Source: an optimization exercise on an open RTL-to-GDS flow (aim: small area). Production flows keep margins and buffers that such runs may drop.
Only simulation tests tie the RTL to the original design; equivalence was not proved.
Power figures rest on the tool's default switching activity, not on a simulated workload.

<file path="flow/flow/run.sh">
#!/bin/bash
# Own layout flow: the standard flow (standard.sh) with two ORFS
# variables changed:
#   - port buffers use the smallest buffer cell (buf_1);
#   - clock tree: clkbuf_4 leaf clusters of at most 10 sinks within 40 um,
#     no dummy loads.
# Everything else (synthesis, floorplan, power grid, taps, routing) is the
# standard flow's. The full make output goes to flow_make.log here.
set -uo pipefail
bash standard.sh \
  "BUFFER_PORTS_ARGS=-buffer_cell sky130_fd_sc_hd__buf_1" \
  "CTS_ARGS=-sink_clustering_enable -repair_clock_nets -dont_use_dummy_load -buf_list sky130_fd_sc_hd__clkbuf_4 -sink_clustering_size 10 -sink_clustering_max_diameter 40" \
  finish > flow_make.log 2>&1
status=$?
tail -n 30 flow_make.log
exit $status
</file>
<file path="flow/standard.sh">
#!/bin/bash
# synth_recipe.tcl (not shown) runs the flow's synth.tcl, then flattens the netlist and writes it again
# the make line also repeats each setting of config.mk as NAME=value (left out here)
make -C /OpenROAD-flow-scripts/flow DESIGN_CONFIG=/design/flow/config.mk WORK_HOME=/design/flow/orfs CLKGATE_MAP_FILE= SYNTH_SCRIPT=/design/flow/synth_recipe.tcl "${@:-finish}"
</file>
<file path="flow/config.mk">
export PLATFORM = sky130hd
export DESIGN_NAME = top
export DESIGN_NICKNAME = top
export VERILOG_FILES = /design/flow/design.v
export SDC_FILE = /design/flow/constraint.sdc
export NUM_CORES = 4
export LEC_CHECK = 0
export CAP_MARGIN = 20
export CORE_MARGIN = 2
export CORE_UTILIZATION = 65
export PLACE_DENSITY = 0.75
export SLEW_MARGIN = 20
</file>
<file path="flow/constraint.sdc">
create_clock -name core_clock -period 8.0 [get_ports {clk}]
set_input_delay 1.6000 -clock core_clock [delete_from_list [all_inputs] [get_ports {clk}]]
set_output_delay 1.6000 -clock core_clock [all_outputs]
set_load 0.01 [all_outputs]
</file>
<file path="flow/design.v">
module top(
      clk,
      rst,
      srx_c,
      srx_d,
      pwm_a,
      pwm_b,
      led1,
      led2,
      led3,
      led4,
      led5,
      led6,
      output_switch0,
      output_switch1,
      output_switch2,
      output_switch3,
      output0_from_A,
      output1_from_A,
      output2_from_A,
      output3_from_A,
      output0_from_B,
      output1_from_B,
      output2_from_B,
      output3_from_B,
      sw0,
      sw1,
      sw2,
      reset_CPUA_pad,
      reset_CPUB_pad,
      power_on_A_pad,
      power_on_B_pad,
      GPIO_A,
      GPIO_B
    );
input clk;
input rst;
input srx_c;
input srx_d;
input pwm_a;
input pwm_b;
output led1;
output led2;
output led3;
output led4;
output led5;
output led6;
output GPIO_A;
output GPIO_B;
output sw0;
output sw1;
output sw2;
output reset_CPUA_pad;
output reset_CPUB_pad;
output power_on_A_pad;
output power_on_B_pad;
output [7:0] output_switch0;
output [7:0] output_switch1;
output [7:0] output_switch2;
output [7:0] output_switch3;
input  [7:0] output0_from_A;
input  [7:0] output1_from_A;
input  [7:0] output2_from_A;
input  [7:0] output3_from_A;
input  [7:0] output0_from_B;
input  [7:0] output1_from_B;
input  [7:0] output2_from_B;
input  [7:0] output3_from_B;
wire switch;
wire bad_a, bad_b;      
wire debug_mode;
wire reset_A, reset_B;
wire pwr_A, pwr_B;
reg [7:0] os0, os1, os2, os3;
always @(posedge clk) begin
  os0 <= switch ? output0_from_B : output0_from_A;
  os1 <= switch ? output1_from_B : output1_from_A;
  os2 <= switch ? output2_from_B : output2_from_A;
  os3 <= switch ? output3_from_B : output3_from_A;
end
assign output_switch0 = os0;
assign output_switch1 = os1;
assign output_switch2 = os2;
assign output_switch3 = os3;
assign {sw0, sw1, sw2} = {switch, switch, switch};
assign led1 = switch;
assign led2 = ~switch;
assign GPIO_A = ~switch;
assign GPIO_B = switch;
assign led3 = bad_a;
assign led4 = bad_b;
assign led5 = ok_r;
assign led6 = ndbg_r;
assign reset_CPUA_pad = reset_A;
assign reset_CPUB_pad = reset_B;
assign power_on_A_pad = pwr_A;
assign power_on_B_pad = pwr_B;
sc_pulse pulse_a(.clk(clk), .rst(rst), .pwm(pwm_a), .io_n(bad_a));
sc_pulse pulse_b(.clk(clk), .rst(rst), .pwm(pwm_b), .io_n(bad_b));
reg en;
always @(posedge clk)
  if (rst) en <= 1'b0;
  else     en <= ~en;
wire       pop;
wire       push_a, push_b;
wire       nz_a, nz_b;
wire [7:0] head_a, head_b;
sc_rx rx_a(.clk(clk), .rst(rst), .en(en), .srx(srx_c), .pop(pop), .rd(~sel),
           .push(push_a), .nz(nz_a), .head(head_a));
sc_rx rx_b(.clk(clk), .rst(rst), .en(en), .srx(srx_d), .pop(pop), .rd(sel),
           .push(push_b), .nz(nz_b), .head(head_b));
localparam [14:0] IDLE_HIT = 15'b001010011111011;    
localparam [14:0] PM15 = 15'b010101010101010;
localparam [13:0] PM14 = 14'b10101010101010;
reg [14:0] la;           
reg        fl;
reg        cto, cto_d, sel;    
wire       push_any = push_a | push_b;
reg [9:0]  na, nb;
function [14:0] lfsr15;
  input [14:0] x;
  lfsr15 = {x[13:0], ~(x[14] ^ x[13])};
endfunction
function [13:0] lfsr14;
  input [13:0] x;
  lfsr14 = {x[12:0], ~(x[13] ^ x[12])};
endfunction
always @(posedge clk) begin
  la  <= ((rst | push_any) ? 15'd0 : lfsr15(la ^ PM15)) ^ PM15;
  fl  <= ~rst & ~push_any & (fl | (la == (IDLE_HIT ^ PM15)));
  cto <= ~rst & fl;
end
always @(posedge clk)
  if (rst) begin
    na <= 10'd0; nb <= 10'd0;
    cto_d <= 1'b0;
    sel <= 1'b0;
  end else begin
    cto_d <= cto;
    if (push_a) na <= na + 1'b1;
    if (push_b) nb <= nb + 1'b1;
    if (cto_d) begin na <= 10'd0; nb <= 10'd0; end
    if (cto) begin
      if (na > nb) sel <= 1'b0;
      if (na < nb) sel <= 1'b1;
    end
  end
wire       data_flag = sel ? nz_b : nz_a;
wire [7:0] byte_in   = head_a | head_b;    
reg       dfd;
reg [1:0] cyc;
wire      popr = (cyc == 2'd3);
assign pop = popr;
always @(posedge clk)
  if (rst) begin
    dfd <= 1'b0; cyc <= 2'd0;
  end else begin
    dfd <= data_flag;
    if (data_flag & cto_d)
      cyc <= (cyc == 2'd3) ? 2'd1 : cyc + 1'b1;
    else if (cyc == 2'd3)
      cyc <= 2'd0;
  end
reg  [4:0] cnt;
reg  [4:0] step;
wire       idle  = (step == 5'd0) | (step == 5'd22);
wire       crst  = (step == 5'd21) | (step == 5'd22);    
wire       trig  = cto_d & ~data_flag & dfd;
wire       start = idle & trig & (cnt == 5'd8);
wire       do_wr = popr & ~cnt[4];
always @(posedge clk)
  if (rst | crst | start) cnt <= 5'd0;
  else if (do_wr) cnt <= cnt + 1'b1;
reg  [1:0] hdr;     
reg  [7:0] sum;     
reg  [3:0] cls;     
wire       acc = do_wr & (step == 5'd0) & ~cnt[3];
reg  [3:0] enc;
always @* begin
  case (byte_in)
    8'h0a: enc = 4'b0000;
    8'h0b: enc = 4'b0001;
    8'hab: enc = 4'b0010;
    8'hba: enc = 4'b0011;
    8'h55: enc = 4'b0100;
    8'haa: enc = 4'b0101;
    8'h44: enc = 4'b0110;
    8'hbb: enc = 4'b0111;
    8'ha0: enc = 4'b1000;
    8'hb0: enc = 4'b1010;
    8'h11: enc = 4'b1100;
    8'h22: enc = 4'b1101;
    default: enc = 4'b1111;
  endcase
end
always @(posedge clk)
  if (acc)
    case (cnt[2:0])
      3'd0: hdr[0] <= (byte_in == 8'heb);
      3'd1: hdr[1] <= (byte_in == 8'h90);
      3'd2: sum <= byte_in;
      3'd3: begin
              sum <= sum + byte_in;
              cls <= (byte_in == 8'hab) ? 4'b0000 : 4'b1111;
            end
      3'd4: begin
              sum <= sum + byte_in;
              cls <= (&cls) ? 4'b1111 : enc;
            end
      3'd5: sum <= sum + byte_in;
      3'd6: sum <= sum | (byte_in ^ 8'h09);
      3'd7: sum <= sum | (byte_in ^ 8'hd7);
    endcase
wire valid = (sum == 8'd0);
wire g0    = (cls[3:2] == 2'b00);
wire g1    = (cls[3:2] == 2'b01);
wire g2    = (cls[3:2] == 2'b10);
wire condreq = g2 | (g1 & ~cls[0]);
reg  act;
reg  ok_r, ndbg_r;      
assign debug_mode = ~ndbg_r;
always @(posedge clk)
  if (rst) begin
    step <= 5'd0; ok_r <= 1'b1; ndbg_r <= 1'b1; act <= 1'b0;
  end else begin
    act <= 1'b0;
    case (step)
      5'd0, 5'd22:
            step <= ~trig ? 5'd0 : (cnt == 5'd8) ? 5'd1 : 5'd22;
      5'd2: if (hdr[0]) step <= 5'd3;
            else begin step <= 5'd21; ok_r <= 1'b0; end
      5'd4: if (hdr[1]) step <= 5'd5;
            else begin step <= 5'd21; ok_r <= 1'b0; end
      5'd20: begin
              step <= 5'd22;
              ok_r <= valid;
              act <= valid & (~condreq | (switch ^ cls[1]));
              if (valid & (cls == 4'b1100)) ndbg_r <= 1'b0;
              if (valid & (cls == 4'b1101)) ndbg_r <= 1'b1;
            end
      5'd21: step <= 5'd22;
      default: step <= step + 1'b1;
    endcase
  end
wire force_swi = act & g0;
wire cmd_swi   = cls[0];
wire reset_a_flag = act & ((g0 & cls[1]) | (g2 & ~cls[1]));
wire reset_b_flag = act & ((g0 & cls[1]) | (g2 & cls[1]));
reg  act_d;              
wire fpc_A  = act & g1 & ~cls[1];
wire fpc_B  = act & g1 & cls[1];
wire fda    = act_d & g1 & ~cls[1];
wire fdb    = act_d & g1 & cls[1];
wire cpw_A  = cls[0];
wire cpw_B  = cls[0];
localparam [13:0] RST_HIT = 14'b01100001001011;    
reg        rsa, rsb;
reg [13:0] kc;           
wire       done_k = (kc == (RST_HIT ^ PM14));
assign reset_A = rsa;
assign reset_B = rsb;
always @(posedge clk) begin
  kc  <= ((rst | ~(rsa | rsb)) ? 14'd0 : lfsr14(kc ^ PM14)) ^ PM14;
end
always @(posedge clk)
  if (rst) begin
    rsa <= 1'b0; rsb <= 1'b0;
  end else begin
    if (done_k) rsa <= 1'b0; else if (reset_a_flag) rsa <= 1'b1;
    if (done_k) rsb <= 1'b0; else if (reset_b_flag) rsb <= 1'b1;
  end
localparam [14:0] FAIL_HIT = 15'b010001011110011;    
reg        cur_A, cur_B, nxt_A, nxt_B, afl, bfl, sw_r;
reg [14:0] fa, fb;       
reg        a_fail, b_fail;
wire       a_ff = ((bad_a & cur_A) | afl) & ~debug_mode;
wire       b_ff = ((bad_b & cur_B) | bfl) & ~debug_mode;
wire       a_cnt = a_ff & ~fpc_A & ~fda & ~debug_mode;
wire       b_cnt = b_ff & ~fpc_B & ~fdb & ~debug_mode;
always @(posedge clk) begin
  fa <= ((rst | ~a_cnt) ? 15'd0 : lfsr15(fa ^ PM15)) ^ PM15;
  fb <= ((rst | ~b_cnt) ? 15'd0 : lfsr15(fb ^ PM15)) ^ PM15;
  a_fail <= ~rst & a_cnt & (a_fail | (fa == (FAIL_HIT ^ PM15)));
  b_fail <= ~rst & b_cnt & (b_fail | (fb == (FAIL_HIT ^ PM15)));
end
assign switch = sw_r;
assign pwr_A = cur_A;
assign pwr_B = cur_B;
always @(posedge clk)
  if (rst) begin
    cur_A <= 1'b1; cur_B <= 1'b0;
    nxt_A <= 1'b1; nxt_B <= 1'b0;
    afl <= 1'b0; bfl <= 1'b0;
    act_d <= 1'b0;
    sw_r <= 1'b0;
  end else begin
    cur_A <= nxt_A;
    cur_B <= nxt_B;
    act_d <= act;
    if (force_swi) sw_r <= cmd_swi;
    else if (~a_fail & b_fail) sw_r <= 1'b0;
    else if (a_fail & ~b_fail) sw_r <= 1'b1;
    if (fpc_A | fpc_B | fda | fdb) begin
      if (fpc_A | fda) begin afl <= 1'b0; nxt_A <= cpw_A; end
      if (fpc_B | fdb) begin bfl <= 1'b0; nxt_B <= cpw_B; end
    end else if (~a_fail & b_fail) begin
      nxt_B <= 1'b0; nxt_A <= 1'b1; bfl <= 1'b1;
    end else if (a_fail & ~b_fail) begin
      nxt_A <= 1'b0; nxt_B <= 1'b1; afl <= 1'b1;
    end
  end
endmodule
module sc_pulse(clk, rst, pwm, io_n);
input  clk;
input  rst;
input  pwm;
output io_n;      
reg        d1, d2, st, st1, st2;
reg [10:0] tc;           
reg        ok;
reg        bad;          
wire rise = d1 & ~d2;
wire fall = ~d1 & d2;
localparam [10:0] P_LO = 11'd950, P_HI = 11'd1050;    
localparam [10:0] D_LO = 11'd450, D_HI = 11'd550;     
wire rin  = (tc >= P_LO) & (tc <= P_HI);
wire fin  = (tc >= D_LO) & (tc <= D_HI);
assign io_n = bad;
always @(posedge clk)
  if (rst) begin
    d1 <= 1'b0; d2 <= 1'b0; st <= 1'b0; st1 <= 1'b0; st2 <= 1'b0;
    tc <= 11'd0; ok <= 1'b0; bad <= 1'b0;
  end else begin
    d1 <= pwm;
    d2 <= d1;
    st1 <= st;
    st2 <= st1;
    if (rise) st <= ~st;
    if (st & fall) ok <= fin;
    if (st & rise) ok <= ok & rin;
    if (~st2) ok <= 1'b0;
    if (~st1) tc <= 11'd0;
    else if (~(&tc)) tc <= tc + 1'b1;
    if (~st1) bad <= ~ok;
  end
endmodule
module sc_rx(clk, rst, en, srx, pop, rd, push, nz, head);
input        clk;
input        rst;
input        en;
input        srx;
input        pop;
output       push;
output       nz;
input        rd;      
output [7:0] head;
reg s1, s2;
always @(posedge clk)
  if (rst) begin s1 <= 1'b0; s2 <= 1'b0; end
  else begin s1 <= srx; s2 <= s1; end
localparam [2:0] IDLE = 3'd0, START = 3'd1, PREP = 3'd2, BIT = 3'd3,
                 ENDB = 3'd4, STOP = 3'd5, PUSH = 3'd6;
reg [2:0] st;
reg [3:0] rc;
reg [8:0] sh;       
reg       ferr;
reg       rpush;
wire      rc7 = (rc == 4'd7);
wire      rc0 = (rc == 4'd0);
wire [3:0] rcm = rc - 1'b1;
always @(posedge clk)
  if (rst) begin
    st <= IDLE; rpush <= 1'b0;
  end else if (en) begin
    case (st)
      IDLE:  begin rpush <= 1'b0; rc <= 4'd14; if (!s2) st <= START; end
      START: begin rpush <= 1'b0; if (rc7) st <= s2 ? IDLE : PREP; rc <= rcm; end
      PREP:  begin sh <= 9'h100; if (rc0) st <= BIT; rc <= rcm; end
      BIT:   begin if (rc0) st <= ENDB; if (rc7) sh <= {s2, sh[8:1]}; rc <= rcm; end
      ENDB:  begin st <= sh[0] ? STOP : BIT; rc <= 4'd14; end
      STOP:  begin if (rc7) begin ferr <= ~s2; st <= PUSH; end rc <= rcm; end
      PUSH:  if (s2) begin rpush <= 1'b1; st <= IDLE; end
             else if (~ferr) begin rpush <= 1'b1; rc <= 4'd14; st <= START; end
      default: st <= IDLE;
    endcase
  end
assign push = rpush & ~en;
reg [7:0] mem [0:15];
reg [3:0] top, bot;
reg       full;
assign nz   = full | (top != bot);
reg [7:0] grp [0:3];
reg [7:0] head_r;
integer   hi, hj;
always @* begin
  head_r = 8'h00;
  for (hj = 0; hj < 4; hj = hj + 1) begin
    grp[hj] = 8'h00;
    for (hi = 0; hi < 4; hi = hi + 1)
      grp[hj] = grp[hj] | (mem[{hj[1:0], hi[1:0]}] & {8{bot[1:0] == hi[1:0]}});
    head_r = head_r | (grp[hj] & {8{rd & (bot[3:2] == hj[1:0])}});
  end
end
assign head = head_r;
always @(posedge clk)
  if (push & ~full) mem[top] <= sh[8:1];
always @(posedge clk)
  if (rst) begin
    top <= 4'd0; bot <= 4'd0; full <= 1'b0;
  end else
    case ({push, pop})
      2'b10: if (~full) begin
               top <= top + 1'b1;
               if (top + 4'd1 == bot) full <= 1'b1;
             end
      2'b01: if (nz) begin bot <= bot + 1'b1; full <= 1'b0; end
      2'b11: begin top <= top + 1'b1; bot <= bot + 1'b1; end
      default: ;
    endcase
endmodule
</file>
==> metrics.md, run 1 <==
| Metric | Value |
|---|---|
| Status | timing/DRC/antenna clean |
| Biggest cell delay along the critical path | approximately 0.54 ns |
| Max Freq | about 0.22 GHz |
| Largest net degree at the start of global routing | 63 |
| Setup TNS | 0 ns |
| GPL Wtd Cong | roughly 0.87 |
| Worst-Margin Slew | about 0.97 ns |
| Hold Buf Count CTS | 0 |
| Largest family of logic cells by synthesized area | simple AND/OR/NAND/NOR gates |
| Initial Util | 0.659 |
| Layout cells sized above 1 | 0.0738 |
| Die Wd | 183 um |
| CTS HTree Levels | 3 |
| P_leak | approximately 7.4 nW |
| RR Endpoint | sum[7]$_DFFE_PP_ |
| Nets | between 2000 and 2500 |
| Clock Sinks | between 500 and 600 |
| Compound-gate portion of the synthesized area | 0.108 |
| Clk slew on worst S/H paths | 0.10 ns |
| Cell Int Power | roughly 0.0032 W |
| Synth Area in Simple Gates | 0.136 |
| Slowest-stage cell, CP | nand4_1 |
| Syn Inst Count | ~1700 |
| Synth Cell Area | about 21000 um^2 |
| Seq pwr share | 0.678 |
| Multiplexer share of the synthesized area | 0.0218 |
| Post-DP HPWL | 29500 um |
| DR vias/cell | ~6 |
| CTS buffer count | 68 |
| Yosys top cell area share | 0.432 |
| Post-synth top area cell | edfxtp_1 |
| Core ar. | around 31000 um^2 |
| Drt initial violations | roughly 1500 |
| Min-delay src | la[0]$_SDFF_PP0_ |
| Synth Area in XOR/XNOR | 0.0338 |
| Layout Utilization | 0.697 |
| Clk buf depth | 3 |
| Sw Ratio | 0.216 |
| Drt wl/cell | 19.3 um |
| First-pass GRT wire length | around 70000 um |
| Num rows | 65 |
| Final hold vios | 0 |
| Worst-path fanout max | 20 |
| Fillers | ~2300 |
| Clock share of power | 0.283 |
| Crit path DAT | approximately 5.0 ns |
| Grt total ovfl | 0 |
| Vias in the first global route | about 14000 |
| Root buffer cell | clkbuf_4 |
| Worst hold path type | reg2reg |
| Psw | between 0.0008 and 0.0009 W |
| Synthesis Warnings | 4 |
| Max_cap viols | 0 |
| Mean Syn Cell Area | approximately 12 um^2 |
| Worst-case reg-to-reg path depth | 16 |
| Area grow syn2layout | 5.86% |
| Initial antenna violation count | 1 |
| Vias post-DR | about 14000 |
| CP Capture Type | register |
| Die height | between 150 and 200 um |
| DRC | 0 |
| Clock skew | roughly 0.087 ns |
| Relative slew margins | 0.354 |
| WP data required | around 8.4 ns |
| CTS tree | yes |
| RSZ-0062 raised after global routing | no |
| Post-route minimum period | ~4.5 ns |
| Top-Level Pins | approximately 120 |
| Setup CP Type | reg2reg |
| Port Buffers | approximately 120 |
| Slew Limit Fails | 0 |
| Synthesized-area fraction occupied by adder cells | 0.0372 |
| Die Area | 33300 um^2 |
| FF-to-FF setup slack | ~3.5 ns |
| Routed WL | 43800 um |
| Fraction of registers with async set/reset | 0 |
| Final worst path period share | 0.567 |
| Top_reg_cell synth | edfxtp_1 |
| Post-synth EDFFs | 298 |
| Total GRT Usage | 0.264 |
| Crit path cell chain | ha_1 -> buf_4 -> a22oi_1 -> a21oi_1 -> a21oi_1 -> nand4_1 -> ha_1 -> a21o_1 -> a21o_1 -> a21oi_1 -> nor2_1 -> o41ai_1 -> nand3_1 -> o21ai_0 -> a21oi_1 -> o32a_1 |
| Max VDD drop | between 0.0001 and 0.00015 V |
| PD cells | about 190 nW/um^2 |
| Critical Path Source Type | register |
| Synth area leaders | edfxtp_1 (43%), dfxtp_1 (20%), a22oi_1 (4.8%) |
| Hold Path Depth | 1 |
| Final setup viols | 0 |
| Post-CTS Resized | 0 |
| #FFs+latches synth | roughly 500 |
| Skew-Pair Late Insertion Delay | 0.72 ns |
| Setup Buffers After CTS | 0 |
| Most used cell, CP | a21oi_1 |
| Distinct cells, synth | a little over 70 |
| Hold Path Sink | la[1]$_DFF_P_ |
| Final ANT Viol Nets | 0 |
| Sequential area share after synthesis | 0.634 |
| Syn Nets | ~1900 |
| Comb pwr share | 0.039 |
| RR Startpoint | rx_b.bot[1]$_SDFFE_PP0P_ |
| 1st-pass router iterations | 6 |
[power groups by stage]
stage               Clock, W  Combinational, W  Sequential, W
CTS                  0.00119          0.000162        0.00279
global placement           0          0.000157        0.00285
finish               0.00116          0.000161        0.00279
floorplan                  0          0.000115        0.00284
detailed placement         0          0.000161        0.00285
global route         0.00130          0.000186        0.00279
[cells in the final DEF (no fill, tap or decap), types with 35 or more instances in the layout]
cell	n
a22oi_1	132
nor2_1	191
xnor2_1	36
dfxtp_1	210
buf_1	115
o21ai_0	35
a21oi_1	120
ha_1	60
nand2_1	142
clkbuf_4	68
nand3_1	40
xor2_1	44
inv_1	53
nor3_1	35
edfxtp_1	298
[sequential cells by signal, indices dropped and copies added, names as in the netlist, 10 cells and up]
| name | count |
|---|---|
| kc | 14 |
| rx_a.mem | 128 |
| rx_b.mem | 128 |
| nb | 10 |
| la | 15 |
| pulse_b.tc | 11 |
| fa | 15 |
| na | 10 |
| fb | 15 |
| pulse_a.tc | 11 |
[cell type report]
| cell class | instances | area [um^2] | area share |
|---|---|---|---|
| Timing Repair Buffer | 132 | 557 | 0.0254 |
| Clock buffer | 68 | 510 | 0.0233 |
| Multi-Input combinational cell | 1108 | 7010 | 0.320 |
| Sequential cell | 508 | 13200 | 0.599 |
| Tap cell | 402 | 503 | 0.0229 |
| Antenna cell | 2 | 5.00 | 0.000228 |
| Inverter | 54 | 203 | 0.00924 |
[per-stage QoR]
step | worst slack (ns) | std cells | power (W) | hold slack, ns | instance area [um^2]
after floorplan | 4.32 | 1745 | 0.00296 | 0.353 | 20700
after global placement | 3.66 | 2204 | 0.00300 | 0.362 | 21400
after detailed placement | 3.56 | 2204 | 0.00301 | 0.365 | 21400
after CTS | 3.51 | 2272 | 0.00414 | 0.325 | 21900
after global routing | 3.06 | 2274 | 0.00427 | 0.354 | 21900
final | 3.46 | 2274 | 0.00411 | 0.336 | 21900
[critical path: cells and delay by family, from the launching register on]
kind / cells / cell delay (ns)
and+or+nand+nor: 3 / 0.74
adders and majority gates: 2 / 0.87
AOI/OAI and AO/OA: 10 / 1.96
buffers and inverters: 1 / 0.30
DFF: 1 / 0.40
[how the worst max path moves through the flow]
| stage | cells past startpoint | from | slack, ns | to |
|---|---|---|---|---|
| after floorplan | 17 | rx_b.bot[0]$_SDFFE_PP0P_ | 4.32 | sum[7]$_DFFE_PP_ |
| after global placement | 16 | rx_b.bot[0]$_SDFFE_PP0P_ | 3.66 | sum[7]$_DFFE_PP_ |
| final | 16 | rx_b.bot[1]$_SDFFE_PP0P_ | 3.46 | sum[7]$_DFFE_PP_ |
| after detailed placement | 16 | rx_b.bot[1]$_SDFFE_PP0P_ | 3.56 | sum[7]$_DFFE_PP_ |
| after global routing | 16 | rx_b.bot[1]$_SDFFE_PP0P_ | 3.06 | sum[7]$_DFFE_PP_ |
| after CTS | 16 | rx_b.bot[0]$_SDFFE_PP0P_ | 3.51 | sum[7]$_DFFE_PP_ |
[cells in the mapped netlist (all sizes together) (6+ instances only)]
cell / n
or3: 6
inv: 54
nand3: 40
edfxtp: 298
a211oi: 7
nor4bb: 6
and2: 25
nand3b: 8
nand2b: 19
nor2: 191
nor3: 40
buf: 41
a22oi: 134
nor3b: 7
nor2b: 31
a31oi: 7
or2: 7
nor4: 10
a21oi: 120
nand2: 142
ha: 60
xnor2: 36
mux2: 33
mux2i: 8
clkbuf: 34
xor2: 44
o21ai: 36
nand4: 28
dfxtp: 210
[per-layer routing]
layer  track usage  routed length [um]
met1         0.357               18500
met2         0.426               20400
met3        0.0609                3950
met4        0.0871                 943
met5             0                   0
[cell families after synthesis]
family,count (synthesis)
and+or+nand+nor,581
DFF,508
AOI/OAI and AO/OA,345
buffers and inverters,129
xor gates and xnor gates,80
adders and majority gates,61
muxes,41
==> run 2: changes to the inputs <==
--- a/flow/design.v
+++ b/flow/design.v
@@ -90,7 +90,7 @@
 assign led3 = bad_a;
 assign led4 = bad_b;
 assign led5 = ok_r;
-assign led6 = ndbg_r;
+assign led6 = ~debug_mode;
 assign reset_CPUA_pad = reset_A;
 assign reset_CPUB_pad = reset_B;
 assign power_on_A_pad = pwr_A;
@@ -217,11 +217,11 @@
 wire g2    = (cls[3:2] == 2'b10);
 wire condreq = g2 | (g1 & ~cls[0]);
 reg  act;
-reg  ok_r, ndbg_r;      
-assign debug_mode = ~ndbg_r;
+reg  ok_r, dbg_r;       
+assign debug_mode = dbg_r;
 always @(posedge clk)
   if (rst) begin
-    step <= 5'd0; ok_r <= 1'b1; ndbg_r <= 1'b1; act <= 1'b0;
+    step <= 5'd0; ok_r <= 1'b1; dbg_r <= 1'b0; act <= 1'b0;
   end else begin
     act <= 1'b0;
     case (step)
@@ -235,8 +235,8 @@
               step <= 5'd22;
               ok_r <= valid;
               act <= valid & (~condreq | (switch ^ cls[1]));
-              if (valid & (cls == 4'b1100)) ndbg_r <= 1'b0;
-              if (valid & (cls == 4'b1101)) ndbg_r <= 1'b1;
+              if (valid & (cls == 4'b1100)) dbg_r <= 1'b1;
+              if (valid & (cls == 4'b1101)) dbg_r <= 1'b0;
             end
       5'd21: step <= 5'd22;
       default: step <= step + 1'b1;
@@ -359,11 +359,10 @@
   if (rst) begin s1 <= 1'b0; s2 <= 1'b0; end
   else begin s1 <= srx; s2 <= s1; end
 localparam [2:0] IDLE = 3'd0, START = 3'd1, PREP = 3'd2, BIT = 3'd3,
-                 ENDB = 3'd4, STOP = 3'd5, PUSH = 3'd6;
+                 ENDB = 3'd4, STOP = 3'd5, PUSH = 3'd6, PUSHF = 3'd7;
 reg [2:0] st;
 reg [3:0] rc;
 reg [8:0] sh;       
-reg       ferr;
 reg       rpush;
 wire      rc7 = (rc == 4'd7);
 wire      rc0 = (rc == 4'd0);
@@ -378,10 +377,13 @@
       PREP:  begin sh <= 9'h100; if (rc0) st <= BIT; rc <= rcm; end
       BIT:   begin if (rc0) st <= ENDB; if (rc7) sh <= {s2, sh[8:1]}; rc <= rcm; end
       ENDB:  begin st <= sh[0] ? STOP : BIT; rc <= 4'd14; end
-      STOP:  begin if (rc7) begin ferr <= ~s2; st <= PUSH; end rc <= rcm; end
-      PUSH:  if (s2) begin rpush <= 1'b1; st <= IDLE; end
-             else if (~ferr) begin rpush <= 1'b1; rc <= 4'd14; st <= START; end
-      default: st <= IDLE;
+      STOP:  begin if (rc7) st <= s2 ? PUSH : PUSHF; rc <= rcm; end
+      PUSH:  begin
+               rpush <= 1'b1;
+               if (s2) st <= IDLE;
+               else begin rc <= 4'd14; st <= START; end
+             end
+      PUSHF: if (s2) begin rpush <= 1'b1; st <= IDLE; end
     endcase
   end
 assign push = rpush & ~en;
==> flow/flow/run.sh (replaced) <==
#!/bin/bash
# Own layout flow: the standard flow (standard.sh) with two ORFS
# variables changed:
#   - port buffers use the smallest buffer cell (buf_1);
#   - clock tree: clkbuf_4 leaf clusters of at most 10 sinks, no dummy loads.
# Everything else (synthesis, floorplan, power grid, taps, routing) is the
# standard flow's. The full make output goes to flow_make.log here.
set -uo pipefail
bash standard.sh \
  "BUFFER_PORTS_ARGS=-buffer_cell sky130_fd_sc_hd__buf_1" \
  "CTS_ARGS=-sink_clustering_enable -repair_clock_nets -dont_use_dummy_load -buf_list sky130_fd_sc_hd__clkbuf_4 -sink_clustering_size 10 -sink_clustering_max_diameter 50" \
  finish > flow_make.log 2>&1
status=$?
tail -n 30 flow_make.log
exit $status
--- a/flow/config.mk
+++ b/flow/config.mk
@@ -5,8 +5,8 @@
 export SDC_FILE = /design/flow/constraint.sdc
 export NUM_CORES = 4
 export LEC_CHECK = 0
-export CAP_MARGIN = 20
+export CAP_MARGIN = 5
 export CORE_MARGIN = 2
 export CORE_UTILIZATION = 65
 export PLACE_DENSITY = 0.75
-export SLEW_MARGIN = 20
+export SLEW_MARGIN = 5
==> metrics.md, run 2 <==
| Metric | Value |
|---|---|
| Post-CTS Resized | 0 |
| Yosys top cell area share | 0.424 |
| Vias in the first global route | ~13000 |
| Psw | around 0.00089 W |
| Port Buffers | about 120 |
| Initial Util | 0.663 |
| Post-synth top area cell | edfxtp_1 |
| Setup CP Type | reg2reg |
| Syn Inst Count | 1739 |
| Die Area | approximately 34000 um^2 |
| Cell Int Power | ~0.0032 W |
| Comb pwr share | 0.040 |
| Most used cell, CP | a21oi_1 |
| Top_reg_cell synth | edfxtp_1 |
| Max_cap viols | 0 |
| Clk buf depth | 3 |
| RSZ-0062 raised after global routing | no |
| Sequential area share after synthesis | 0.624 |
| Synth Area in XOR/XNOR | 0.0338 |
| Post-synth EDFFs | 296 |
| Routed WL | roughly 43000 um |
| Worst hold path type | reg2reg |
| Synth Cell Area | about 21000 um^2 |
| Slew Limit Fails | 0 |
| Multiplexer share of the synthesized area | 0.0226 |
| Fillers | 2269 |
| Synth Area in Simple Gates | 0.136 |
| Max VDD drop | around 0.00013 V |
| Syn Nets | 1871 |
| Setup Buffers After CTS | 0 |
| Grt total ovfl | 0 |
| Most frequent cell after synthesis | edfxtp_1 |
| Critical Path Source Type | register |
| 1st-pass router iterations | 5 |
| CTS tree | yes |
| Root buffer cell | clkbuf_4 |
| CP Capture Type | register |
| Max Freq | around 0.24 GHz |
| Hold Buf Count CTS | 0 |
| Crit path buffers/inverters | 3 |
| Drt initial violations | about 1100 |
| WP data required | between 8 and 9 ns |
| Fraction of registers with async set/reset | 0 |
| Synthesized-area fraction occupied by adder cells | 0.0374 |
| Num rows | 65 |
| Layout cells sized above 1 | 0.0790 |
| Post-synth top cells | edfxtp_1 (296), dfxtp_1 (210), nor2_1 (174) |
| CP top delay family | compound AO/OA/AOI/OAI gates |
| Clock share of power | 0.270 |
| Initial antenna violation count | 1 |
| Largest net degree at the start of global routing | 54 |
| Worst-path fanout max | 32 |
| Compound-gate portion of the synthesized area | 0.113 |
| Commonest non-fill, non-tap cells in the layout | edfxtp_1 (296), dfxtp_1 (210), nor2_1 (174) |
| Core ar. | about 32000 um^2 |
| Crit path cell chain | inv_1 -> ha_1 -> buf_4 -> a22oi_1 -> a21oi_1 -> a21oi_1 -> and4_1 -> clkinv_1 -> ha_1 -> a21oi_1 -> o21ai_0 -> a21o_1 -> a21oi_1 -> nand3_1 -> o21ai_0 -> a311oi_1 -> o32a_1 |
| Non-Filler Instances | 2251 |
| Seq pwr share | 0.690 |
| Clock skew | between 0.06 and 0.07 ns |
| Skew-Pair Late Insertion Delay | 0.80 ns |
| Distinct cells, synth | between 70 and 80 |
| Final hold vios | 0 |
| Die height | approximately 180 um |
| Worst setup margin | ~3.8 ns |
| Slowest-stage cell, CP | dfxtp_1 |
| Final hold slack | around 0.36 ns |
| GPL Wtd Cong | 0.850 |
| Vias post-DR | approximately 14000 |
| P_leak | 7.42 nW |
| Final worst path period share | 0.523 |
| Clk slew on worst S/H paths | approximately 0.11 ns |
| Post-DP HPWL | between 20000 and 30000 um |
| Synthesis Warnings | 4 |
| CTS HTree Levels | 2 |
| Worst-Margin Slew | 1.24 ns |
| Nets | between 1500 and 2000 |
| Status | timing/DRC/antenna clean |
| Drt wl/cell | 19.1 um |
| Placed insts | between 2000 and 2500 |
| Area grow syn2layout | 4.87% |
| Sw Ratio | 0.219 |
| #FFs+latches synth | slightly above 500 |
| Mean Syn Cell Area | between 10 and 15 um^2 |
| Commonest non-fill, non-tap cell in the layout | edfxtp_1 |
| Layout Utilization | 0.695 |
| Crit path DAT | 4.71 ns |
| Largest family of logic cells by synthesized area | simple AND/OR/NAND/NOR gates |
| Total GRT Usage | 0.257 |
| Final setup viols | 0 |
| DR vias/cell | about 6.0 |
| Top-Level Pins | ~120 |
| Relative slew margins | 0.166 |
| Post-route minimum period | about 4.2 ns |
| Synth area leaders | edfxtp_1 (42%), dfxtp_1 (20%), a22oi_1 (4.5%) |
| Regs by FF count | rx_a.mem: 128 flops, rx_b.mem: 128 flops |
| Die Wd | 184 um |
| Biggest cell delay along the critical path | around 0.50 ns |
| Pre-CTS setup slack | 3.84 ns |
| DRC | 0 |
| Final ANT Viol Nets | 0 |
| PD cells | about 180 nW/um^2 |
| Setup TNS | 0 ns |
| Clock Sinks | ~500 |
| CTS buffer count | 58 |
| First-pass GRT wire length | 68100 um |
[run 2: metrics by stage]
step / total power [W] / area [um^2]
floorplan: 0.00295 / 21000
global placement: 0.00300 / 21600
detailed placement: 0.00300 / 21600
CTS: 0.00407 / 22000
global route: 0.00419 / 22000
finish: 0.00404 / 22000
[run 2: logic make-up (layout without fill, tap and decap cells)]
| group | count (synthesis) | after routing |
|---|---|---|
| buffers and inverters | 136 | 245 |
| AOI/OAI and AO/OA | 356 | 356 |
| xor gates and xnor gates | 81 | 81 |
| other | 0 | 1 |
| adders and majority gates | 62 | 62 |
| DFF | 506 | 506 |
| and+or+nand+nor | 555 | 555 |
| muxes | 43 | 43 |
[run 2: cell type report]
type	instances	area [um^2]	share of cell area
diodes	1	2.50	0.000114
clock buffers	58	435	0.0198
inverters	55	206	0.00939
multi-input cells	1097	7190	0.327
flip-flops and latches	506	13100	0.595
well taps	402	503	0.0229
repair buffers	132	557	0.0253
[run 2: per-layer routing]
layer	vias up	track usage	wire length (um)
met3	84	0.0499	2860
li1	6534	-	-
met1	6483	0.361	19100
met4	0	0.0938	1300
met5	-	0	0
met2	448	0.400	19900
[run 2: path summary, 6_finish.rpt]
path	endpoint	slack, ns	startpoint	cells past startpoint
worst max-delay path	sum[7]$_DFFE_PP_	3.82	rx_b.bot[1]$_SDFFE_PP0P_	17
worst min-delay path	fa[11]$_DFF_P_	0.36	fa[10]$_SDFF_PP0_	1
worst max register to register	sum[7]$_DFFE_PP_	3.82	rx_b.bot[1]$_SDFFE_PP0P_	17
worst min register to register	fa[11]$_DFF_P_	0.36	fa[10]$_SDFF_PP0_	1
[run 2: power by group through the flow]
| stage | combinational, W | clock [W] | sequential (W) |
|---|---|---|---|
| floorplan | 0.000120 | 0 | 0.00283 |
| global placement | 0.000155 | 0 | 0.00284 |
| detailed placement | 0.000159 | 0 | 0.00284 |
| CTS | 0.000160 | 0.00112 | 0.00278 |
| global route | 0.000184 | 0.00122 | 0.00279 |
| finish | 0.000161 | 0.00109 | 0.00278 |
==> run 3: changes to the inputs <==
--- a/flow/config.mk
+++ b/flow/config.mk
@@ -5,8 +5,8 @@
 export SDC_FILE = /design/flow/constraint.sdc
 export NUM_CORES = 4
 export LEC_CHECK = 0
-export CAP_MARGIN = 5
+export CAP_MARGIN = 20
 export CORE_MARGIN = 2
 export CORE_UTILIZATION = 65
 export PLACE_DENSITY = 0.75
-export SLEW_MARGIN = 5
+export SLEW_MARGIN = 20
==> metrics.md, run 3 <==
| Metric | Value |
|---|---|
| Status | timing/DRC/antenna clean |
| Setup CP Type | reg2reg |
| Biggest cell delay along the critical path | approximately 0.48 ns |
| Hold Buf Count CTS | 0 |
| Final hold vios | 0 |
| Syn Inst Count | 1739 |
| Commonest non-fill, non-tap cells in the layout | edfxtp_1 (296), dfxtp_1 (210), nor2_1 (174) |
| Critical Path Source Type | register |
| Sequential area share after synthesis | 0.624 |
| P_leak | between 7 and 8 nW |
| Core ar. | ~32000 um^2 |
| Post-CTS Resized | 0 |
| Crit path cell chain | inv_1 -> ha_1 -> buf_4 -> a22oi_1 -> a21oi_1 -> a21oi_1 -> and4_1 -> clkinv_1 -> ha_1 -> a21oi_1 -> o21ai_0 -> a21o_1 -> a21oi_1 -> nand3_1 -> o21ai_0 -> a311oi_1 -> o32a_1 |
| Hold Path Depth | 1 |
| FF-to-FF setup slack | roughly 3.8 ns |
| Regs by FF count | rx_a.mem: 128 flops, rx_b.mem: 128 flops |
| Max VDD drop | approximately 0.00012 V |
| Port Buffers | between 100 and 150 |
| Largest net degree at the start of global routing | 54 |
| Max Freq | roughly 0.24 GHz |
| CTS buffer count | between 50 and 60 |
| Worst-Margin Slew | approximately 1.0 ns |
| Initial antenna violation count | 1 |
| CP Capture Type | register |
| Drt initial violations | 1143 |
| CTS HTree Levels | 2 |
| Relative slew margins | 0.310 |
| Max_cap viols | 0 |
| Non-Filler Instances | ~2300 |
| RSZ-0062 raised after global routing | no |
| Die height | 184 um |
| Crit path DAT | ~4.7 ns |
| Final ANT Viol Nets | 0 |
| Hold Path Sink | la[5]$_DFF_P_ |
| DRC | 0 |
| WP data required | about 8.5 ns |
| Setup Buffers After CTS | 0 |
| 1st-pass router iterations | 6 |
| CTS tree | yes |
| GPL Wtd Cong | ~0.85 |
| Worst hold path type | reg2reg |
| Root buffer cell | clkbuf_4 |
| #FFs+latches synth | between 500 and 600 |
| Fraction of registers with async set/reset | 0 |
| Syn Nets | 1871 |
| Final worst path period share | 0.523 |
| Placed insts | approximately 2200 |
| Setup TNS | 0 ns |
| CP top delay family | compound AO/OA/AOI/OAI gates |
| Yosys top cell area share | 0.424 |
| Min-delay src | la[4]$_SDFF_PP0_ |
| PD cells | roughly 180 nW/um^2 |
| Commonest non-fill, non-tap cell in the layout | edfxtp_1 |
| Layout cells sized above 1 | 0.0801 |
| Skew-Pair Late Insertion Delay | roughly 0.76 ns |
| RR Endpoint | sum[7]$_DFFE_PP_ |
| Worst-path fanout max | 32 |
| Routed WL | ~43000 um |
| Most frequent cell after synthesis | edfxtp_1 |
| Drt wl/cell | about 19 um |
| Worst-case reg-to-reg path depth | 17 |
| Clk slew on worst S/H paths | between 0.1 and 0.15 ns |
| Slowest-stage cell, CP | dfxtp_1 |
| First-pass GRT wire length | around 68000 um |
| Post-route minimum period | about 4.2 ns |
| RR Startpoint | rx_b.bot[1]$_SDFFE_PP0P_ |
| Synthesis Warnings | 4 |
| Top_reg_cell synth | edfxtp_1 |
| Die Area | approximately 34000 um^2 |
| Total GRT Usage | 0.254 |
| Area grow syn2layout | 4.91% |
| Clk buf depth | 3 |
| DR vias/cell | 6.04 |
| Slew Limit Fails | 0 |
| Post-synth EDFFs | approximately 300 |
| Clock skew | about 0.049 ns |
| Mean Syn Cell Area | between 10 and 15 um^2 |
| Nets | roughly 2000 |
| Most used cell, CP | a21oi_1 |
| Post-DP HPWL | ~29000 um |
| Initial Util | 0.663 |
| Top-Level Pins | between 100 and 150 |
| Synth Cell Area | about 21000 um^2 |
| Post-synth top area cell | edfxtp_1 |
| Post-synth top cells | edfxtp_1 (296), dfxtp_1 (210), nor2_1 (174) |
| Vias post-DR | about 14000 |
| Distinct cells, synth | between 70 and 80 |
| Crit path buffers/inverters | 3 |
| Vias in the first global route | approximately 13000 |
| Synth area leaders | edfxtp_1 (42%), dfxtp_1 (20%), a22oi_1 (4.5%) |
| Num rows | between 60 and 70 |
| Final setup viols | 0 |
| Grt total ovfl | 0 |
| Die Wd | ~180 um |
| Fillers | roughly 2300 |
| Clock Sinks | ~500 |
==> run 3: cell count changes in the layout (fill, tap and decap cells not counted) <==
cell / before / now
nor3_1: 37 / 35
nor3_2: 1 / 3
clkbuf_4: 58 / 57
nor4_1: 9 / 8
nor4_2: 1 / 2
==> run 3: area by class of cell <==
type                            count  area [um^2]  share of cell area
Sequential cell                   506        13100               0.595
Multi-Input combinational cell   1097         7210               0.328
Timing Repair Buffer              132          557              0.0253
Tap cell                          402          503              0.0229
Clock buffer                       57          428              0.0195
Inverter                           55          206             0.00939
Antenna cell                        1         2.50            0.000114
==> run 3: how the worst max path moves through the flow <==
| stage | slack [ns] | depth (start not counted) | end | startpoint |
|---|---|---|---|---|
| finish | 3.82 | 17 | sum[7]$_DFFE_PP_ | rx_b.bot[1]$_SDFFE_PP0P_ |
| global route | 3.45 | 17 | sum[7]$_DFFE_PP_ | rx_b.bot[1]$_SDFFE_PP0P_ |
| CTS | 3.84 | 17 | sum[7]$_DFFE_PP_ | rx_a.bot[0]$_SDFFE_PP0P_ |
| detailed placement | 3.85 | 17 | sum[7]$_DFFE_PP_ | rx_b.bot[1]$_SDFFE_PP0P_ |
| global placement | 4.02 | 17 | sum[7]$_DFFE_PP_ | rx_a.bot[1]$_SDFFE_PP0P_ |
| floorplan | 4.43 | 18 | sum[7]$_DFFE_PP_ | rx_a.bot[0]$_SDFFE_PP0P_ |
==> run 3: cell families after synthesis <==
logic type	Yosys count	synth area share
adders and majority gates	62	0.0374
xor gates and xnor gates	81	0.0338
and+or+nand+nor	555	0.136
buffers and inverters	136	0.0326
AOI/OAI and AO/OA	356	0.113
muxes	43	0.0226
DFF	506	0.624
==> run 3: through the flow <==
stage	total power, W	cell area, um^2	setup WS [ns]	util	hold slack [ns]
global placement	0.00300	21600	4.02	0.681	0.362
detailed placement	0.00300	21600	3.85	0.681	0.364
finish	0.00403	22000	3.82	0.695	0.375
global route	0.00418	22000	3.45	0.695	0.370
CTS	0.00405	22000	3.84	0.695	0.348
floorplan	0.00295	21000	4.43	-	0.353
==> run 3: report_power, final <==
part / total, W / switching [W] / internal, W
clock: 0.00108 / 0.000755 / 0.000326
combinational: 0.000160 / 0.0000927 / 0.0000674
sequential: 0.00278 / 0.0000307 / 0.00275
==> run 3: metal layers <==
layer / wire (um) / track usage / up-vias
met1: 19000 / 0.361 / 6503
li1: - / - / 6537
met5: 0 / 0 / -
met4: 1400 / 0.0874 / 0
met3: 2800 / 0.0432 / 97
met2: 19600 / 0.398 / 443
==> run 4: changes to the inputs <==
--- a/flow/design.v
+++ b/flow/design.v
@@ -163,18 +163,19 @@
   end
 reg  [4:0] cnt;
 reg  [4:0] step;
-wire       idle  = (step == 5'd0) | (step == 5'd22);
-wire       crst  = (step == 5'd21) | (step == 5'd22);    
+wire       idle  = (step == 5'd0) | (step >= 5'd22);
+wire       crst  = (step >= 5'd21) & (step <= 5'd23);    
 wire       trig  = cto_d & ~data_flag & dfd;
 wire       start = idle & trig & (cnt == 5'd8);
 wire       do_wr = popr & ~cnt[4];
 always @(posedge clk)
   if (rst | crst | start) cnt <= 5'd0;
   else if (do_wr) cnt <= cnt + 1'b1;
-reg  [1:0] hdr;     
 reg  [7:0] sum;     
 reg  [3:0] cls;     
-wire       acc = do_wr & (step == 5'd0) & ~cnt[3];
+localparam [3:0] BAD0 = 4'b1001, BAD1 = 4'b1011;
+wire       badh = cls[3] & ~cls[2] & cls[0];    
+wire       acc = do_wr & ((step == 5'd0) | (step == 5'd24)) & ~cnt[3];
 reg  [3:0] enc;
 always @* begin
   case (byte_in)
@@ -196,16 +197,16 @@
 always @(posedge clk)
   if (acc)
     case (cnt[2:0])
-      3'd0: hdr[0] <= (byte_in == 8'heb);
-      3'd1: hdr[1] <= (byte_in == 8'h90);
+      3'd0: cls <= (byte_in == 8'heb) ? 4'b0000 : BAD0;
+      3'd1: if (~badh) cls <= (byte_in == 8'h90) ? 4'b0000 : BAD1;
       3'd2: sum <= byte_in;
       3'd3: begin
               sum <= sum + byte_in;
-              cls <= (byte_in == 8'hab) ? 4'b0000 : 4'b1111;
+              if (~badh) cls <= (byte_in == 8'hab) ? 4'b0000 : 4'b1111;
             end
       3'd4: begin
               sum <= sum + byte_in;
-              cls <= (&cls) ? 4'b1111 : enc;
+              if (~badh & ~(&cls)) cls <= enc;
             end
       3'd5: sum <= sum + byte_in;
       3'd6: sum <= sum | (byte_in ^ 8'h09);
@@ -216,25 +217,25 @@
 wire g1    = (cls[3:2] == 2'b01);
 wire g2    = (cls[3:2] == 2'b10);
 wire condreq = g2 | (g1 & ~cls[0]);
-reg  act;
+wire act = (step == 5'd23);
 reg  ok_r, dbg_r;       
 assign debug_mode = dbg_r;
 always @(posedge clk)
   if (rst) begin
-    step <= 5'd0; ok_r <= 1'b1; dbg_r <= 1'b0; act <= 1'b0;
+    step <= 5'd0; ok_r <= 1'b1; dbg_r <= 1'b0;
   end else begin
-    act <= 1'b0;
     case (step)
-      5'd0, 5'd22:
+      5'd0, 5'd22, 5'd24:
             step <= ~trig ? 5'd0 : (cnt == 5'd8) ? 5'd1 : 5'd22;
-      5'd2: if (hdr[0]) step <= 5'd3;
+      5'd23:
+            step <= ~trig ? 5'd24 : (cnt == 5'd8) ? 5'd1 : 5'd22;
+      5'd2: if (cls != BAD0) step <= 5'd3;
             else begin step <= 5'd21; ok_r <= 1'b0; end
-      5'd4: if (hdr[1]) step <= 5'd5;
+      5'd4: if (cls != BAD1) step <= 5'd5;
             else begin step <= 5'd21; ok_r <= 1'b0; end
       5'd20: begin
-              step <= 5'd22;
+              step <= (valid & (~condreq | (switch ^ cls[1]))) ? 5'd23 : 5'd22;
               ok_r <= valid;
-              act <= valid & (~condreq | (switch ^ cls[1]));
               if (valid & (cls == 4'b1100)) dbg_r <= 1'b1;
               if (valid & (cls == 4'b1101)) dbg_r <= 1'b0;
             end
@@ -246,7 +247,7 @@
 wire cmd_swi   = cls[0];
 wire reset_a_flag = act & ((g0 & cls[1]) | (g2 & ~cls[1]));
 wire reset_b_flag = act & ((g0 & cls[1]) | (g2 & cls[1]));
-reg  act_d;              
+wire act_d = (step == 5'd24);    
 wire fpc_A  = act & g1 & ~cls[1];
 wire fpc_B  = act & g1 & cls[1];
 wire fda    = act_d & g1 & ~cls[1];
@@ -291,12 +292,10 @@
     cur_A <= 1'b1; cur_B <= 1'b0;
     nxt_A <= 1'b1; nxt_B <= 1'b0;
     afl <= 1'b0; bfl <= 1'b0;
-    act_d <= 1'b0;
     sw_r <= 1'b0;
   end else begin
     cur_A <= nxt_A;
     cur_B <= nxt_B;
-    act_d <= act;
     if (force_swi) sw_r <= cmd_swi;
     else if (~a_fail & b_fail) sw_r <= 1'b0;
     else if (a_fail & ~b_fail) sw_r <= 1'b1;
@@ -359,10 +358,11 @@
   if (rst) begin s1 <= 1'b0; s2 <= 1'b0; end
   else begin s1 <= srx; s2 <= s1; end
 localparam [2:0] IDLE = 3'd0, START = 3'd1, PREP = 3'd2, BIT = 3'd3,
-                 ENDB = 3'd4, STOP = 3'd5, PUSH = 3'd6, PUSHF = 3'd7;
+                 ENDB = 3'd4, STOP = 3'd5, PUSH = 3'd6;
 reg [2:0] st;
 reg [3:0] rc;
 reg [8:0] sh;       
+reg       ferr;
 reg       rpush;
 wire      rc7 = (rc == 4'd7);
 wire      rc0 = (rc == 4'd0);
@@ -377,13 +377,10 @@
       PREP:  begin sh <= 9'h100; if (rc0) st <= BIT; rc <= rcm; end
       BIT:   begin if (rc0) st <= ENDB; if (rc7) sh <= {s2, sh[8:1]}; rc <= rcm; end
       ENDB:  begin st <= sh[0] ? STOP : BIT; rc <= 4'd14; end
-      STOP:  begin if (rc7) st <= s2 ? PUSH : PUSHF; rc <= rcm; end
-      PUSH:  begin
-               rpush <= 1'b1;
-               if (s2) st <= IDLE;
-               else begin rc <= 4'd14; st <= START; end
-             end
-      PUSHF: if (s2) begin rpush <= 1'b1; st <= IDLE; end
+      STOP:  begin if (rc7) begin ferr <= ~s2; st <= PUSH; end rc <= rcm; end
+      PUSH:  if (s2) begin rpush <= 1'b1; st <= IDLE; end
+             else if (~ferr) begin rpush <= 1'b1; rc <= 4'd14; st <= START; end
+      default: st <= IDLE;
     endcase
   end
 assign push = rpush & ~en;
==> flow/flow/run.sh (replaced) <==
#!/bin/bash
# Own layout flow: the standard flow (standard.sh) with two ORFS
# variables changed:
#   - port buffers use the smallest buffer cell (buf_1);
#   - clock tree: clkbuf_4 leaf clusters of at most 10 sinks within 40 um,
#     no dummy loads.
# Everything else (synthesis, floorplan, power grid, taps, routing) is the
# standard flow's. The full make output goes to flow_make.log here.
set -uo pipefail
bash standard.sh \
  "BUFFER_PORTS_ARGS=-buffer_cell sky130_fd_sc_hd__buf_1" \
  "CTS_ARGS=-sink_clustering_enable -repair_clock_nets -dont_use_dummy_load -buf_list sky130_fd_sc_hd__clkbuf_4 -sink_clustering_size 10 -sink_clustering_max_diameter 40" \
  finish > flow_make.log 2>&1
status=$?
tail -n 30 flow_make.log
exit $status
==> metrics.md, run 4 <==
| Metric | Value |
|---|---|
| Status | timing/DRC/antenna clean |
| Biggest cell delay along the critical path | ~0.49 ns |
| Hold Buf Count CTS | 0 |
| Clock Sinks | 504 |
| Fraction of registers with async set/reset | 0 |
| Post-synth EDFFs | ~300 |
| Top_reg_cell synth | edfxtp_1 |
| PD cells | 182 nW/um^2 |
| Largest family of logic cells by synthesized area | simple AND/OR/NAND/NOR gates |
| CTS HTree Levels | 2 |
| Post-route minimum period | roughly 4.2 ns |
| Design Power | 0.00403 W |
| GPL Wtd Cong | 0.898 |
| Setup Buffers After CTS | 0 |
| Synthesized-area fraction occupied by adder cells | 0.0360 |
| Vias in the first global route | ~13000 |
| Routed WL | 42900 um |
| Synthesis Warnings | 4 |
| Met2 Usage GRT | 0.434 |
| Most frequent cell after synthesis | edfxtp_1 |
| Port Buffers | about 120 |
| Total GRT Usage | 0.255 |
| Crit path buffers/inverters | 2 |
| Met1 usage | 0.343 |
| Drt wl/cell | between 15 and 20 um |
| Vias post-DR | 13700 |
| Clk slew on worst S/H paths | 0.11 ns |
| Final worst path period share | 0.525 |
| Commonest non-fill, non-tap cells in the layout | edfxtp_1 (296), dfxtp_1 (208), nor2_1 (186) |
| First-pass GRT wire length | slightly below 70000 um |
| Worst-Margin Slew | between 1 and 1.5 ns |
| Area grow syn2layout | 5.30% |
| RSZ-0062 raised after global routing | no |
| Mean Syn Cell Area | 12.0 um^2 |
| P_leak | approximately 7.4 nW |
| Crit path cell chain | inv_1 -> ha_1 -> buf_4 -> a22oi_1 -> a21oi_1 -> a21oi_1 -> nand4_2 -> ha_1 -> a21o_1 -> a21oi_1 -> o21bai_1 -> a21oi_1 -> o21bai_1 -> a21oi_1 -> o21ai_0 -> a221oi_1 -> o21ai_0 |
| Post-DP HPWL | 29500 um |
| Syn Nets | between 1500 and 2000 |
| Post-synth top cells | edfxtp_1 (296), dfxtp_1 (208), nor2_1 (186) |
| Layout cells sized above 1 | 0.0920 |
| Relative slew margins | 0.271 |
| CTS tree | yes |
| Skew-Pair Late Insertion Delay | roughly 0.75 ns |
| Fillers | about 2400 |
| Yosys top cell area share | 0.422 |
| Clock skew | approximately 0.057 ns |
| CP top delay family | compound AO/OA/AOI/OAI gates |
| Max VDD drop | 0.000155 V |
| Clk buf depth | 3 |
| Post-CTS Resized | 0 |
| GR peak layer | met2 |
| CTS buffer count | between 60 and 70 |
| 1st-pass router iterations | 5 |
| Root buffer cell | clkbuf_4 |
| Regs by FF count | rx_a.mem: 128 flops, rx_b.mem: 128 flops |
| Synth Area in XOR/XNOR | 0.0336 |
| Met3 GRT Util | 0.0371 |
| Top-Level Pins | roughly 120 |
| #FFs+latches synth | between 500 and 600 |
| Commonest non-fill, non-tap cell in the layout | edfxtp_1 |
| DRC | 0 |
| Initial Util | 0.665 |
| Die Area | 33900 um^2 |
| Die height | between 150 and 200 um |
| Grt total ovfl | 0 |
| Most used cell, CP | a21oi_1 |
| Worst hold path type | reg2reg |
| Synth Area in Simple Gates | 0.138 |
| Crit path DAT | between 4 and 5 ns |
| Die Wd | between 150 and 200 um |
| Multiplexer share of the synthesized area | 0.0216 |
| Max_cap viols | 0 |
| Syn Inst Count | 1764 |
| Layout Utilization | 0.700 |
| Drt initial violations | 1102 |
| Synth area leaders | edfxtp_1 (42%), dfxtp_1 (20%), a22oi_1 (4.5%) |
| Compound-gate portion of the synthesized area | 0.119 |
| Max Freq | 0.238 GHz |
| Core ar. | between 30000 and 40000 um^2 |
| Post-synth top area cell | edfxtp_1 |
| CP Capture Type | register |
| Pre-CTS setup slack | just under 4 ns |
| Setup TNS | 0 ns |
| Worst setup margin | 3.80 ns |
| Distinct cells, synth | 80 |
| DR vias/cell | roughly 6 |
| Nets | a little over 2000 |
| Synth Cell Area | approximately 21000 um^2 |
| Critical Path Source Type | register |
| Largest net degree at the start of global routing | 40 |
| Final hold vios | 0 |
| Sequential area share after synthesis | 0.619 |
| Slowest-stage cell, CP | dfxtp_1 |
| Slew Limit Fails | 0 |
| Worst-path fanout max | 32 |
| Setup CP Type | reg2reg |
| Num rows | 65 |
| WP data required | approximately 8.4 ns |
| Final setup viols | 0 |
| Initial antenna violation count | 1 |
| Final ANT Viol Nets | 0 |
[run 4: cells by family after synthesis]
logic type               Yosys count
AO/OA/AOI/OAI                    367
XOR/XNOR                          81
adder cells (fa/ha/maj)           60
buffers and inverters            146
flip-flops                       504
multiplexers                      41
AND/OR/NAND/NOR                  565
[run 4: layout make-up]
class	instances	area, um^2	share of cell area
Clock buffer	61	458	0.0206
Sequential cell	504	13100	0.588
Multi-Input combinational cell	1114	7370	0.332
Inverter	67	251	0.0113
Tap cell	402	503	0.0227
Antenna cell	1	2.50	0.000113
Timing Repair Buffer	134	572	0.0257
[run 4: metrics by stage]
| stage | cell area, um^2 | std cells | hold WS, ns |
|---|---|---|---|
| after global routing | 22200 | 2283 | 0.387 |
| after global placement | 21700 | 2221 | 0.363 |
| after floorplan | 21100 | 1764 | 0.353 |
| after detailed placement | 21700 | 2221 | 0.368 |
| final | 22200 | 2283 | 0.372 |
| after CTS | 22200 | 2282 | 0.379 |
[run 4: per-layer routing]
metal	routed length (um)	part of all wire	up-vias
li1	-	-	6650
met1	18300	0.43	6621
met2	21300	0.50	379
met3	2220	0.052	76
met4	1090	0.025	0
met5	0	0	-
[run 4: final timing paths]
kind	startpoint	end	slack [ns]	cells after the start
max	rx_b.bot[1]$_SDFFE_PP0P_	sum[7]$_DFFE_PP_	3.80	17
min	la[0]$_SDFF_PP0_	la[1]$_DFF_P_	0.37	1
max reg2reg	rx_b.bot[1]$_SDFFE_PP0P_	sum[7]$_DFFE_PP_	3.80	17
min reg2reg	la[0]$_SDFF_PP0_	la[1]$_DFF_P_	0.37	1
[run 4: report_power, final]
part / internal, W / switching, W
sequential: 0.00274 / 0.0000301
clock: 0.000348 / 0.000741
combinational: 0.0000714 / 0.000102

-- static timing again, ports no longer ideal --
In the flow no input, the clock included, has a driving cell. The finished layouts below were timed again as built, in two steps.
Step 1 assumes that a clkbuf_16 drives the clock port and a buf_2 every other input.
Step 2 adds t to the input delays and takes it off the output delays; t is the mean of the earliest and latest rising clock arrival at the registers after step 1. Input paths then give back, and output paths get back, about the clock's delay inside the block.
Three values: ideal ports, drivers, drivers and shift; two values: the first two.
run	shift t [ns]	slack for setup (ns)	worst data-port slew with drivers (ns)	cell pins on the clock port's net
run 1	0.728	3.461 / 3.461 / 3.461	0.05	1
run 2	0.814	3.817 / 3.817 / 3.817	0.05	1
run 3	0.776	3.818 / 3.818 / 3.818	0.05	1
run 4	0.768	3.797 / 3.797 / 3.797	0.04	1
After both steps setup and hold are still met in every run listed.
